Background: an optimization exercise with open tools, aiming at small area. Do not read the settings as production practice. RTL that was checked went through simulation tests only; none was proved equivalent to the original. Power is estimated from default activity; no workload was simulated.

==> 01-03: inputs <==
// SR_full_top
module SR_full_top(input [13:0] ini,
                   input [13:0] inq,
                   input clk,
                   input reset,
                   input start,
                   output [9:0] out0,
                   output [9:0] out1,
                   output [3:0] classification_result,
                   output [23:0] regression_result,
                   output done,
                   output frame_end
    );
clock: 10.0 ns
lec_check: 0
cap_margin: 20
core_margin: 2
core_utilization: 55
cts_buf_list: sky130_fd_sc_hd__clkbuf_8
cts_cluster_diameter: 100
cts_cluster_size: 15
place_density: 0.65
slew_margin: 20
standard.sh (not shown) runs the stock make flow with config.mk's settings and CLKGATE_MAP_FILE= SYNTH_SCRIPT=/design/flow/synth_recipe.tcl, a recipe that flattens the netlist after the stock synthesis.
==> flow/flow/run.sh <==
#!/bin/bash
# The standard layout (the standard.sh, all steps), except that the
# input and output ports are buffered with the smallest buffer cell.
export BUFFER_PORTS_ARGS="-buffer_cell sky130_fd_sc_hd__buf_1"
bash standard.sh > standard.log 2>&1
==> 02-04: changes against 01-03 <==
--- a/flow/design.v
+++ b/flow/design.v
@@ -229,15 +229,15 @@
             if (REGB[i-1]) begin : sr
                 assign xa[i] = xq[i-1]; assign ra[i] = rq[i-1]; assign da[i] = dq[i-1];
             end else begin : sc
                 assign xa[i] = xb[i-1]; assign ra[i] = rb[i-1]; assign da[i] = db[i-1];
             end
             assign ma[i] = ~(da[i][NST-1-i] ^ da[i][NST-i]);
         end
-        cordic_iter #(.S(i+1), .FAST(1), .CSEL(i <= 2)) u_it(.x(xa[i]), .r(ra[i]), .m(ma[i]), .neg(da[i][NST-1-i]),
+        cordic_iter #(.S(i+1), .FAST(1), .CSEL(i <= 2), .CSX(i == 1)) u_it(.x(xa[i]), .r(ra[i]), .m(ma[i]), .neg(da[i][NST-1-i]),
                                     .xo(xb[i]), .ro(rb[i]), .nego(gb[i]));
         if (i < NST-1) begin : dn
             assign db[i] = da[i] | ({{(NST+1){1'b0}}, gb[i]} << (NST-2-i));
             if (REGB[i]) begin : rg
                 always @(posedge i_clk) begin
                     xq[i] <= xb[i];
                     rq[i] <= rb[i];
@@ -548,38 +548,62 @@
     wire pg114 = (((~f[13] & ~f[12]) | (f[13] & ~f[12])) & pg90) | (pg112 & (((~f[13] & ~f[12]) | (f[13] & ~f[12])) ^ pg90));
     wire pg115 = ((~f[13] & ~f[12]) | (f[13] & f[12])) ^ pg114;
     wire pg116 = ((~f[13] & ~f[12]) | (f[13] & f[12])) & pg114;
     wire pg117 = ((~f[13] & ~f[12]) | (~f[13] & f[12])) ^ pg116;
     wire pg118 = ((~f[13] & ~f[12]) | (~f[13] & f[12])) & pg116;
     assign o_phase = {pg117, pg115, pg113, pg111, pg109, pg107, pg105, pg103, pg101, pg99};
 endmodule
-module cordic_iter #(parameter S = 1, parameter FAST = 0, parameter CSEL = 0) (
+module cordic_iter #(parameter S = 1, parameter FAST = 0, parameter CSEL = 0, parameter CSX = 0) (
     input  wire [14:0] x,
     input  wire [13:0] r,
     input  wire        m,
     input  wire        neg,
     output wire [14:0] xo,
     output wire [13:0] ro,
     output wire        nego
 );
     localparam LB = 14 - S;           
     genvar j;
     wire [13:0] un = ~(r ^ {14{m}});
     wire [13:0] u = ~un;
     wire [15:0] cx;
     assign cx[0] = neg;
-    generate for (j = 0; j < 15; j = j + 1) begin : ax
-        if (j < LB) begin : f
+    if (CSX) begin : xs
+        localparam LH = LB / 2;
+        wire [15:0] e0, e1;
+        wire [14:0] y0, y1;
+        for (j = 0; j < LH; j = j + 1) begin : f
             assign xo[j] = x[j] ^ u[j+S] ^ cx[j];
             assign cx[j+1] = (x[j] & u[j+S]) | (cx[j] & (x[j] ^ u[j+S]));
-        end else begin : h
+        end
+        assign e0[LH] = 1'b0;
+        assign e1[LH] = 1'b1;
+        for (j = LH; j < LB; j = j + 1) begin : g
+            assign y0[j] = x[j] ^ u[j+S] ^ e0[j];
+            assign e0[j+1] = (x[j] & u[j+S]) | (e0[j] & (x[j] ^ u[j+S]));
+            assign y1[j] = x[j] ^ u[j+S] ^ e1[j];
+            assign e1[j+1] = (x[j] & u[j+S]) | (e1[j] & (x[j] ^ u[j+S]));
+            assign xo[j] = cx[LH] ? y1[j] : y0[j];
+        end
+        assign cx[LB] = cx[LH] ? e1[LB] : e0[LB];
+        for (j = LB; j < 15; j = j + 1) begin : h
             assign xo[j] = x[j] ^ cx[j];
             assign cx[j+1] = x[j] & cx[j];
         end
-    end endgenerate
+    end else begin : xr
+        for (j = 0; j < 15; j = j + 1) begin : ax
+            if (j < LB) begin : f
+                assign xo[j] = x[j] ^ u[j+S] ^ cx[j];
+                assign cx[j+1] = (x[j] & u[j+S]) | (cx[j] & (x[j] ^ u[j+S]));
+            end else begin : h
+                assign xo[j] = x[j] ^ cx[j];
+                assign cx[j+1] = x[j] & cx[j];
+            end
+        end
+    end
     wire [14:0] ub = {1'b1, un};
     wire k = x[14];
     wire [15:0] cy;
     wire [14:0] d;
     assign cy[0] = 1'b0;
     if (CSEL) begin : cs
         localparam LH = LB / 2;
==> results.txt <==
Cell area is about the same in 02-04 and 01-03.
Of 02-04 and 01-03, 01-03 has the higher worst hold slack (gap 0.0066 ns).
Die area is about the same in 02-04 and 01-03.
Core utilization is about the same in 02-04 and 01-03.
Final cell count: 02-04 is smaller than 01-03 (about 0.5%).
In sequential power, 02-04 and 01-03 hardly differ.
Between 02-04 and 01-03, the lower routed wire length is in 01-03 (gap about 0.9%, measured against 01-03).
Of 01-03 and 02-04, 02-04 has the higher count of clock-buffer cells in the layout (gap 4).

---

==> v23 <==
SR_full_top, a different RTL version from the one above (not shown whole).
==> flow/config.mk <==
export PLATFORM = sky130hd
export DESIGN_NAME = SR_full_top
export DESIGN_NICKNAME = SR_full_top
export VERILOG_FILES = /design/flow/design.v
export SDC_FILE = /design/flow/constraint.sdc
export NUM_CORES = 8
export LEC_CHECK = 0
export CAP_MARGIN = 20
export CORE_MARGIN = 2
export CORE_UTILIZATION = 40
export CTS_BUF_LIST = sky130_fd_sc_hd__clkbuf_8
export CTS_CLUSTER_DIAMETER = 100
export CTS_CLUSTER_SIZE = 15
export PLACE_DENSITY = 0.5
export SLEW_MARGIN = 20
==> flow/constraint.sdc <==
create_clock -name core_clock -period 10.0 [get_ports {clk}]
set_input_delay 2.0000 -clock core_clock [delete_from_list [all_inputs] [get_ports {clk}]]
set_output_delay 2.0000 -clock core_clock [all_outputs]
set_load 0.01 [all_outputs]
run.sh (not shown) runs the stock make flow with config.mk's settings and CLKGATE_MAP_FILE= SYNTH_SCRIPT=/design/flow/synth_recipe.tcl, a recipe that flattens the netlist after the stock synthesis.
Stock flow here: none of the scripts above is used.
==> v24: changes against v23 <==
--- a/flow/design.v
+++ b/flow/design.v
@@ -200,55 +200,59 @@
     wire py58 = (py26 & py27) | (py56 & (py26 ^ py27));
     wire py59 = py28 ^ py29 ^ py58;
     wire py60 = (py28 & py29) | (py58 & (py28 ^ py29));
     wire py61 = py30 ^ py31 ^ py60;
     wire py62 = (py30 & py31) | (py60 & (py30 ^ py31));
     assign y0 = {py61, py59, py57, py55, py53, py51, py49, py47, py45, py43, py41, py39, py37, py35, py33};
-    reg [14:0] xv [0:NST];
-    reg [13:0] nv [0:NST-1];
-    reg [NST+1:0] dq [0:NST];
+    localparam [NST-2:0] REGB = 11'b10010101111;
+    reg [14:0] xr0;
+    reg [13:0] rr0;
+    reg [NST+1:0] dr0;    
     always @(posedge i_clk) begin
-        xv[0] <= x0;
-        nv[0] <= ~(y0[13:0] ^ {14{y0[14]}});
-        dq[0] <= {sx, sy, y0[14], {(NST-1){1'b0}}};
+        xr0 <= x0;
+        rr0 <= y0[13:0];      
+        dr0 <= {sx, sy, y0[14], {(NST-1){1'b0}}};
     end
-    genvar i, j;
+    wire [14:0] xa [0:NST-1], xb [0:NST-1];
+    wire [13:0] ra [0:NST-1], rb [0:NST-1];
+    wire        ma [0:NST-1];
+    wire [NST+1:0] da [0:NST-1], db [0:NST-1];
+    wire        gb [0:NST-1];
+    reg  [14:0] xq [0:NST-2];
+    reg  [13:0] rq [0:NST-2];
+    reg  [NST+1:0] dq [0:NST-2];
+    genvar i;
     generate for (i = 0; i < NST; i = i + 1) begin : it
-        localparam S = i + 1;
-        wire [14:0] x = xv[i];
-        wire [13:0] un = nv[i];
-        wire neg = dq[i][NST-1-i];
-        wire [14:0] ua = {{(S+1){1'b0}}, ~un[13:S]};
-        wire [15:0] cx;
-        wire [14:0] xn;
-        assign cx[0] = neg;
-        for (j = 0; j < 15; j = j + 1) begin : ax
-            assign xn[j] = x[j] ^ ua[j] ^ cx[j];
-            assign cx[j+1] = (x[j] & ua[j]) | (cx[j] & (x[j] ^ ua[j]));
-        end
-        always @(posedge i_clk) xv[i+1] <= xn;
-        if (i < NST-1) begin : yy
-            wire [14:0] ub = {1'b1, un};
-            wire [14:0] xs = {{S{x[14]}}, x[14:S]};
-            wire [15:0] cy;
-            wire [14:0] d;
-            assign cy[0] = 1'b0;
-            for (j = 0; j < 15; j = j + 1) begin : ay
-                assign d[j] = ub[j] ^ xs[j] ^ cy[j];
-                assign cy[j+1] = (ub[j] & xs[j]) | (cy[j] & (ub[j] ^ xs[j]));
+        if (i == 0) begin : s0
+            assign xa[0] = xr0; assign ra[0] = rr0; assign da[0] = dr0;
+            assign ma[0] = dr0[NST-1];
+        end else begin : sn
+            if (REGB[i-1]) begin : sr
+                assign xa[i] = xq[i-1]; assign ra[i] = rq[i-1]; assign da[i] = dq[i-1];
+            end else begin : sc
+                assign xa[i] = xb[i-1]; assign ra[i] = rb[i-1]; assign da[i] = db[i-1];
             end
-            always @(posedge i_clk) begin
-                nv[i+1] <= ~(d[13:0] ^ {14{d[14]}});
-                dq[i+1] <= dq[i] | ({{(NST+1){1'b0}}, neg ^ ~d[14]} << (NST-2-i));
+            assign ma[i] = ~(da[i][NST-1-i] ^ da[i][NST-i]);
+        end
+        cordic_iter #(.S(i+1), .FAST(i >= 4)) u_it(.x(xa[i]), .r(ra[i]), .m(ma[i]), .neg(da[i][NST-1-i]),
+                                    .xo(xb[i]), .ro(rb[i]), .nego(gb[i]));
+        if (i < NST-1) begin : dn
+            assign db[i] = da[i] | ({{(NST+1){1'b0}}, gb[i]} << (NST-2-i));
+            if (REGB[i]) begin : rg
+                always @(posedge i_clk) begin
+                    xq[i] <= xb[i];
+                    rq[i] <= rb[i];
+                    dq[i] <= db[i];
+                end
             end
-        end else begin : yl
-            always @(posedge i_clk) dq[i+1] <= dq[i];
+        end else begin : dl
+            assign db[i] = da[i];
         end
     end endgenerate
-    cordic_mag mg(.x(xv[NST]), .o_mag(o_mag));
-    cordic_phase pg(.f(dq[NST]), .o_phase(o_phase));
+    cordic_mag mg(.x(xb[NST-1]), .o_mag(o_mag));
+    cordic_phase pg(.f(da[NST-1]), .o_phase(o_phase));
 endmodule
 module cordic_mag (
     input  wire [14:0] x,
     output wire [9:0]  o_mag
 );
     wire mg1 = x[0] ^ x[2];
@@ -545,12 +549,64 @@
     wire pg115 = ((~f[13] & ~f[12]) | (f[13] & f[12])) ^ pg114;
     wire pg116 = ((~f[13] & ~f[12]) | (f[13] & f[12])) & pg114;
     wire pg117 = ((~f[13] & ~f[12]) | (~f[13] & f[12])) ^ pg116;
     wire pg118 = ((~f[13] & ~f[12]) | (~f[13] & f[12])) & pg116;
     assign o_phase = {pg117, pg115, pg113, pg111, pg109, pg107, pg105, pg103, pg101, pg99};
 endmodule
+module cordic_iter #(parameter S = 1, parameter FAST = 0) (
+    input  wire [14:0] x,
+    input  wire [13:0] r,
+    input  wire        m,
+    input  wire        neg,
+    output wire [14:0] xo,
+    output wire [13:0] ro,
+    output wire        nego
+);
+    localparam LB = 14 - S;           
+    genvar j;
+    wire [13:0] un = ~(r ^ {14{m}});
+    wire [13:0] u = ~un;
+    wire [15:0] cx;
+    assign cx[0] = neg;
+    generate for (j = 0; j < 15; j = j + 1) begin : ax
+        if (j < LB) begin : f
+            assign xo[j] = x[j] ^ u[j+S] ^ cx[j];
+            assign cx[j+1] = (x[j] & u[j+S]) | (cx[j] & (x[j] ^ u[j+S]));
+        end else begin : h
+            assign xo[j] = x[j] ^ cx[j];
+            assign cx[j+1] = x[j] & cx[j];
+        end
+    end endgenerate
+    wire [14:0] ub = {1'b1, un};
+    wire k = x[14];
+    wire [15:0] cy;
+    wire [14:0] d;
+    assign cy[0] = 1'b0;
+    generate for (j = 0; j < LB; j = j + 1) begin : dl
+        assign d[j] = ub[j] ^ x[j+S] ^ cy[j];
+        assign cy[j+1] = (ub[j] & x[j+S]) | (cy[j] & (ub[j] ^ x[j+S]));
+    end endgenerate
+    if (FAST) begin : fu
+        wire [15:0] po, pa;
+        assign po[LB] = 1'b0;
+        assign pa[LB] = 1'b1;
+        for (j = LB; j < 15; j = j + 1) begin : du
+            assign po[j+1] = po[j] | ub[j];
+            assign pa[j+1] = pa[j] & ub[j];
+            assign cy[j+1] = k ? (cy[LB] | po[j+1]) : (cy[LB] & pa[j+1]);
+            assign d[j] = ub[j] ^ k ^ cy[j];
+        end
+    end else begin : su
+        for (j = LB; j < 15; j = j + 1) begin : du
+            assign d[j] = ub[j] ^ k ^ cy[j];
+            assign cy[j+1] = (ub[j] & k) | (cy[j] & (ub[j] ^ k));
+        end
+    end
+    assign ro = d[13:0];
+    assign nego = neg ^ ~d[14];
+endmodule
 `timescale 1ns / 1ps
 module DBSCAN_ARG (
     input  wire       clk,
     input  wire       clr,
     input  wire       inc,
     input  wire       load,
@@ -721,13 +777,13 @@
     cordic_rtop cordic(.i_clk(clk), .i_xval(ini), .i_yval(inq), .o_mag(mag_c), .o_phase(arg_c));
     reg [9:0] mag, arg;
     always @(posedge clk) begin
         mag <= mag_c;
         arg <= arg_c;
     end
-    wire clr = (q == 8'd248);
+    wire clr = (q == 8'd243);
     wire inc_abs, inc_arg;
     SR_chain #(.PH(0)) hist_abs(.clk(clk), .clr(clr), .code(mag), .inc(inc_abs));
     SR_chain #(.PH(1)) hist_arg(.clk(clk), .clr(clr), .code(arg), .inc(inc_arg));
     wire [6:0] c_arg, c_abs;
     DBSCAN_ARG cnt_arg(.clk(clk), .clr(clr), .inc(inc_arg), .load(q == 8'd1), .count(c_arg), .out(out0));
     DBSCAN_ARG cnt_abs(.clk(clk), .clr(clr), .inc(inc_abs), .load(q == 8'd1), .count(c_abs), .out(out1));
CORE_UTILIZATION = 55   (was 40)
CTS_CLUSTER_SIZE = 14   (was 15)
PLACE_DENSITY = 0.65   (was 0.5)
==> v36: changes against v23 <==
--- a/flow/design.v
+++ b/flow/design.v
@@ -200,55 +200,53 @@
     wire py58 = (py26 & py27) | (py56 & (py26 ^ py27));
     wire py59 = py28 ^ py29 ^ py58;
     wire py60 = (py28 & py29) | (py58 & (py28 ^ py29));
     wire py61 = py30 ^ py31 ^ py60;
     wire py62 = (py30 & py31) | (py60 & (py30 ^ py31));
     assign y0 = {py61, py59, py57, py55, py53, py51, py49, py47, py45, py43, py41, py39, py37, py35, py33};
-    reg [14:0] xv [0:NST];
-    reg [13:0] nv [0:NST-1];
-    reg [NST+1:0] dq [0:NST];
+    reg [14:0] xr [0:10];
+    reg [13:0] nr [0:10];
+    reg [NST+1:0] dr [0:10];
     always @(posedge i_clk) begin
-        xv[0] <= x0;
-        nv[0] <= ~(y0[13:0] ^ {14{y0[14]}});
-        dq[0] <= {sx, sy, y0[14], {(NST-1){1'b0}}};
+        xr[0] <= x0;
+        nr[0] <= ~(y0[13:0] ^ {14{y0[14]}});
+        dr[0] <= {sx, sy, y0[14], {(NST-1){1'b0}}};
     end
-    genvar i, j;
+    wire [14:0] xa [0:NST-1], xb [0:NST-1];
+    wire [13:0] na [0:NST-1], nb [0:NST-1];
+    wire        ga [0:NST-1], gb [0:NST-1];
+    genvar i;
     generate for (i = 0; i < NST; i = i + 1) begin : it
-        localparam S = i + 1;
-        wire [14:0] x = xv[i];
-        wire [13:0] un = nv[i];
-        wire neg = dq[i][NST-1-i];
-        wire [14:0] ua = {{(S+1){1'b0}}, ~un[13:S]};
-        wire [15:0] cx;
-        wire [14:0] xn;
-        assign cx[0] = neg;
-        for (j = 0; j < 15; j = j + 1) begin : ax
-            assign xn[j] = x[j] ^ ua[j] ^ cx[j];
-            assign cx[j+1] = (x[j] & ua[j]) | (cx[j] & (x[j] ^ ua[j]));
-        end
-        always @(posedge i_clk) xv[i+1] <= xn;
-        if (i < NST-1) begin : yy
-            wire [14:0] ub = {1'b1, un};
-            wire [14:0] xs = {{S{x[14]}}, x[14:S]};
-            wire [15:0] cy;
-            wire [14:0] d;
-            assign cy[0] = 1'b0;
-            for (j = 0; j < 15; j = j + 1) begin : ay
-                assign d[j] = ub[j] ^ xs[j] ^ cy[j];
-                assign cy[j+1] = (ub[j] & xs[j]) | (cy[j] & (ub[j] ^ xs[j]));
-            end
-            always @(posedge i_clk) begin
-                nv[i+1] <= ~(d[13:0] ^ {14{d[14]}});
-                dq[i+1] <= dq[i] | ({{(NST+1){1'b0}}, neg ^ ~d[14]} << (NST-2-i));
-            end
-        end else begin : yl
-            always @(posedge i_clk) dq[i+1] <= dq[i];
+        cordic_iter #(.S(i+1)) u_it(.x(xa[i]), .un(na[i]), .neg(ga[i]),
+                                    .xo(xb[i]), .uno(nb[i]), .nego(gb[i]));
+    end endgenerate
+    generate for (i = 0; i <= 7; i = i + 1) begin : s1
+        assign xa[i] = xr[i]; assign na[i] = nr[i]; assign ga[i] = dr[i][NST-1-i];
+        always @(posedge i_clk) begin
+            xr[i+1] <= xb[i];
+            nr[i+1] <= nb[i];
+            dr[i+1] <= dr[i] | ({{(NST+1){1'b0}}, gb[i]} << (NST-2-i));
         end
     end endgenerate
-    cordic_mag mg(.x(xv[NST]), .o_mag(o_mag));
-    cordic_phase pg(.f(dq[NST]), .o_phase(o_phase));
+    assign xa[8] = xr[8]; assign na[8] = nr[8]; assign ga[8] = dr[8][NST-1-8];
+    assign xa[9] = xb[8]; assign na[9] = nb[8]; assign ga[9] = gb[8];
+    always @(posedge i_clk) begin
+        xr[9] <= xb[9];
+        nr[9] <= nb[9];
+        dr[9] <= dr[8] | ({{(NST+1){1'b0}}, gb[8]} << (NST-1-9))
+                       | ({{(NST+1){1'b0}}, gb[9]} << (NST-1-10));
+    end
+    assign xa[10] = xr[9]; assign na[10] = nr[9]; assign ga[10] = dr[9][NST-1-10];
+    always @(posedge i_clk) begin
+        xr[10] <= xb[10];
+        nr[10] <= nb[10];
+        dr[10] <= dr[9] | ({{(NST+1){1'b0}}, gb[10]} << (NST-1-11));
+    end
+    assign xa[11] = xr[10]; assign na[11] = nr[10]; assign ga[11] = dr[10][0];
+    cordic_mag mg(.x(xb[NST-1]), .o_mag(o_mag));
+    cordic_phase pg(.f(dr[10]), .o_phase(o_phase));
 endmodule
 module cordic_mag (
     input  wire [14:0] x,
     output wire [9:0]  o_mag
 );
     wire mg1 = x[0] ^ x[2];
@@ -545,12 +543,40 @@
     wire pg115 = ((~f[13] & ~f[12]) | (f[13] & f[12])) ^ pg114;
     wire pg116 = ((~f[13] & ~f[12]) | (f[13] & f[12])) & pg114;
     wire pg117 = ((~f[13] & ~f[12]) | (~f[13] & f[12])) ^ pg116;
     wire pg118 = ((~f[13] & ~f[12]) | (~f[13] & f[12])) & pg116;
     assign o_phase = {pg117, pg115, pg113, pg111, pg109, pg107, pg105, pg103, pg101, pg99};
 endmodule
+module cordic_iter #(parameter S = 1) (
+    input  wire [14:0] x,
+    input  wire [13:0] un,
+    input  wire        neg,
+    output wire [14:0] xo,
+    output wire [13:0] uno,
+    output wire        nego
+);
+    genvar j;
+    wire [14:0] ua = {{(S+1){1'b0}}, ~un[13:S]};
+    wire [15:0] cx;
+    assign cx[0] = neg;
+    generate for (j = 0; j < 15; j = j + 1) begin : ax
+        assign xo[j] = x[j] ^ ua[j] ^ cx[j];
+        assign cx[j+1] = (x[j] & ua[j]) | (cx[j] & (x[j] ^ ua[j]));
+    end endgenerate
+    wire [14:0] ub = {1'b1, un};
+    wire [14:0] xs = {{S{x[14]}}, x[14:S]};
+    wire [15:0] cy;
+    wire [14:0] d;
+    assign cy[0] = 1'b0;
+    generate for (j = 0; j < 15; j = j + 1) begin : ay
+        assign d[j] = ub[j] ^ xs[j] ^ cy[j];
+        assign cy[j+1] = (ub[j] & xs[j]) | (cy[j] & (ub[j] ^ xs[j]));
+    end endgenerate
+    assign uno = ~(d[13:0] ^ {14{d[14]}});
+    assign nego = neg ^ ~d[14];
+endmodule
 `timescale 1ns / 1ps
 module DBSCAN_ARG (
     input  wire       clk,
     input  wire       clr,
     input  wire       inc,
     input  wire       load,
@@ -721,13 +747,13 @@
     cordic_rtop cordic(.i_clk(clk), .i_xval(ini), .i_yval(inq), .o_mag(mag_c), .o_phase(arg_c));
     reg [9:0] mag, arg;
     always @(posedge clk) begin
         mag <= mag_c;
         arg <= arg_c;
     end
-    wire clr = (q == 8'd248);
+    wire clr = (q == 8'd246);
     wire inc_abs, inc_arg;
     SR_chain #(.PH(0)) hist_abs(.clk(clk), .clr(clr), .code(mag), .inc(inc_abs));
     SR_chain #(.PH(1)) hist_arg(.clk(clk), .clr(clr), .code(arg), .inc(inc_arg));
     wire [6:0] c_arg, c_abs;
     DBSCAN_ARG cnt_arg(.clk(clk), .clr(clr), .inc(inc_arg), .load(q == 8'd1), .count(c_arg), .out(out0));
     DBSCAN_ARG cnt_abs(.clk(clk), .clr(clr), .inc(inc_abs), .load(q == 8'd1), .count(c_abs), .out(out1));
==> notes <==
v24 produced a clean layout. v23 finished with timing, DRC and antenna clean. v36 reached the layout checks and failed them: negative setup slack.
Worst setup slack, highest first: v23, v24, v36.
Die area, lowest first: v24, v36, v23.
Of v23 and v24, v24 has the higher worst hold slack (gap 6.1 ps).
Between v24 and v36, the lower global-route usage is in v36 (gap 6.1 points).
Sequential power, lowest first: v36, v24, v23.
Critical path depth, highest first: v24, v36, v23.
Core utilization: v23 < v36 < v24.
==> figures <==
| item | v23 | v36 | v24 |
|---|---|---|---|
| Result of the run | no timing/DRC/antenna violations | complete, but fails checks | no timing/DRC/antenna violations |
| Violated checks | - | negative setup slack | - |
| Fraction of the mapped netlist area in adder cells | 7.38% | 7.44% | 6.66% |
| Endpoint of the worst register-to-register path | mlp.fits | cordic.nr[9][13] | mag[9] |
| Critical hold path startpoint | mlp.h2[10] | cordic.dr[8][13] | mlp.h2[2] |
| Final core utilization | 43.1% | 43.2% | 58.8% |
| Worst Max-Slew Pin Slew | 1090 ps | 1160 ps | 1320 ps |
| Wire per inst | 21.5 um | 21.4 um | 21.3 um |
| Place WS | 701 ps | -723 ps | -265 ps |
| Area of the die | 0.396 mm2 | 0.392 mm2 | 0.283 mm2 |
| Antenna violations before repair | 11 | 7 | 4 |
| Final Instance Count excl. Fillers | 20,700 | 20,500 | 19,200 |
| Switching power | 17,300 uW | 17,000 uW | 21,200 uW |
| Fmax | 113 MHz | 97.7 MHz | 103 MHz |
| Cell mode on critical path | sky130_fd_sc_hd__fa_1 | sky130_fd_sc_hd__fa_2 | sky130_fd_sc_hd__ha_1 |
| Flip-flop and latch area | 0.0854 mm2 | 0.0840 mm2 | 0.0816 mm2 |
| Switching fraction of total power | 34.7% | 35.0% | 37.9% |
Function not checked in v23 and v36: the RTL went through the layout flow alone.

[afterwards: timing with drivers on the ports]
Ports are ideal in the flow. The routed layouts listed here were re-timed in OpenROAD. Step 1 assumes that a clkbuf_16 drives the clock port and a buf_2 every other input. Step 2 moves the port delays by t, midway between the first and last clock arrival at a register: inputs arrive t later, outputs are due t later. That takes back most of the time a late clock gives input paths. Slacks: no drivers / after step 1 / after step 2; pairs: no drivers / after step 1.
run | shift t [ns] | setup slack, ns | hold slack, ns | pins driven straight from the clock port
01-03 | 1.151 | 0.177 / 0.177 / 0.177 | 0.326 / 0.326 / 0.326 | 1
02-04 | 1.144 | 0.322 / 0.322 / 0.322 | 0.319 / 0.319 / 0.319 | 1
v23 | 1.163 | 1.116 / 1.116 / 0.713 | 0.294 / 0.294 / 0.294 | 1
v24 | 1.177 | 0.336 / 0.336 / 0.336 | 0.300 / 0.300 / 0.300 | 1
v36 | 1.173 | -0.235 / -0.235 / -0.235 | 0.320 / 0.320 / 0.320 | 1
The setup slack of v23, which loses most, moves by 0.000 ns with the drivers and by -0.403 ns with both steps.
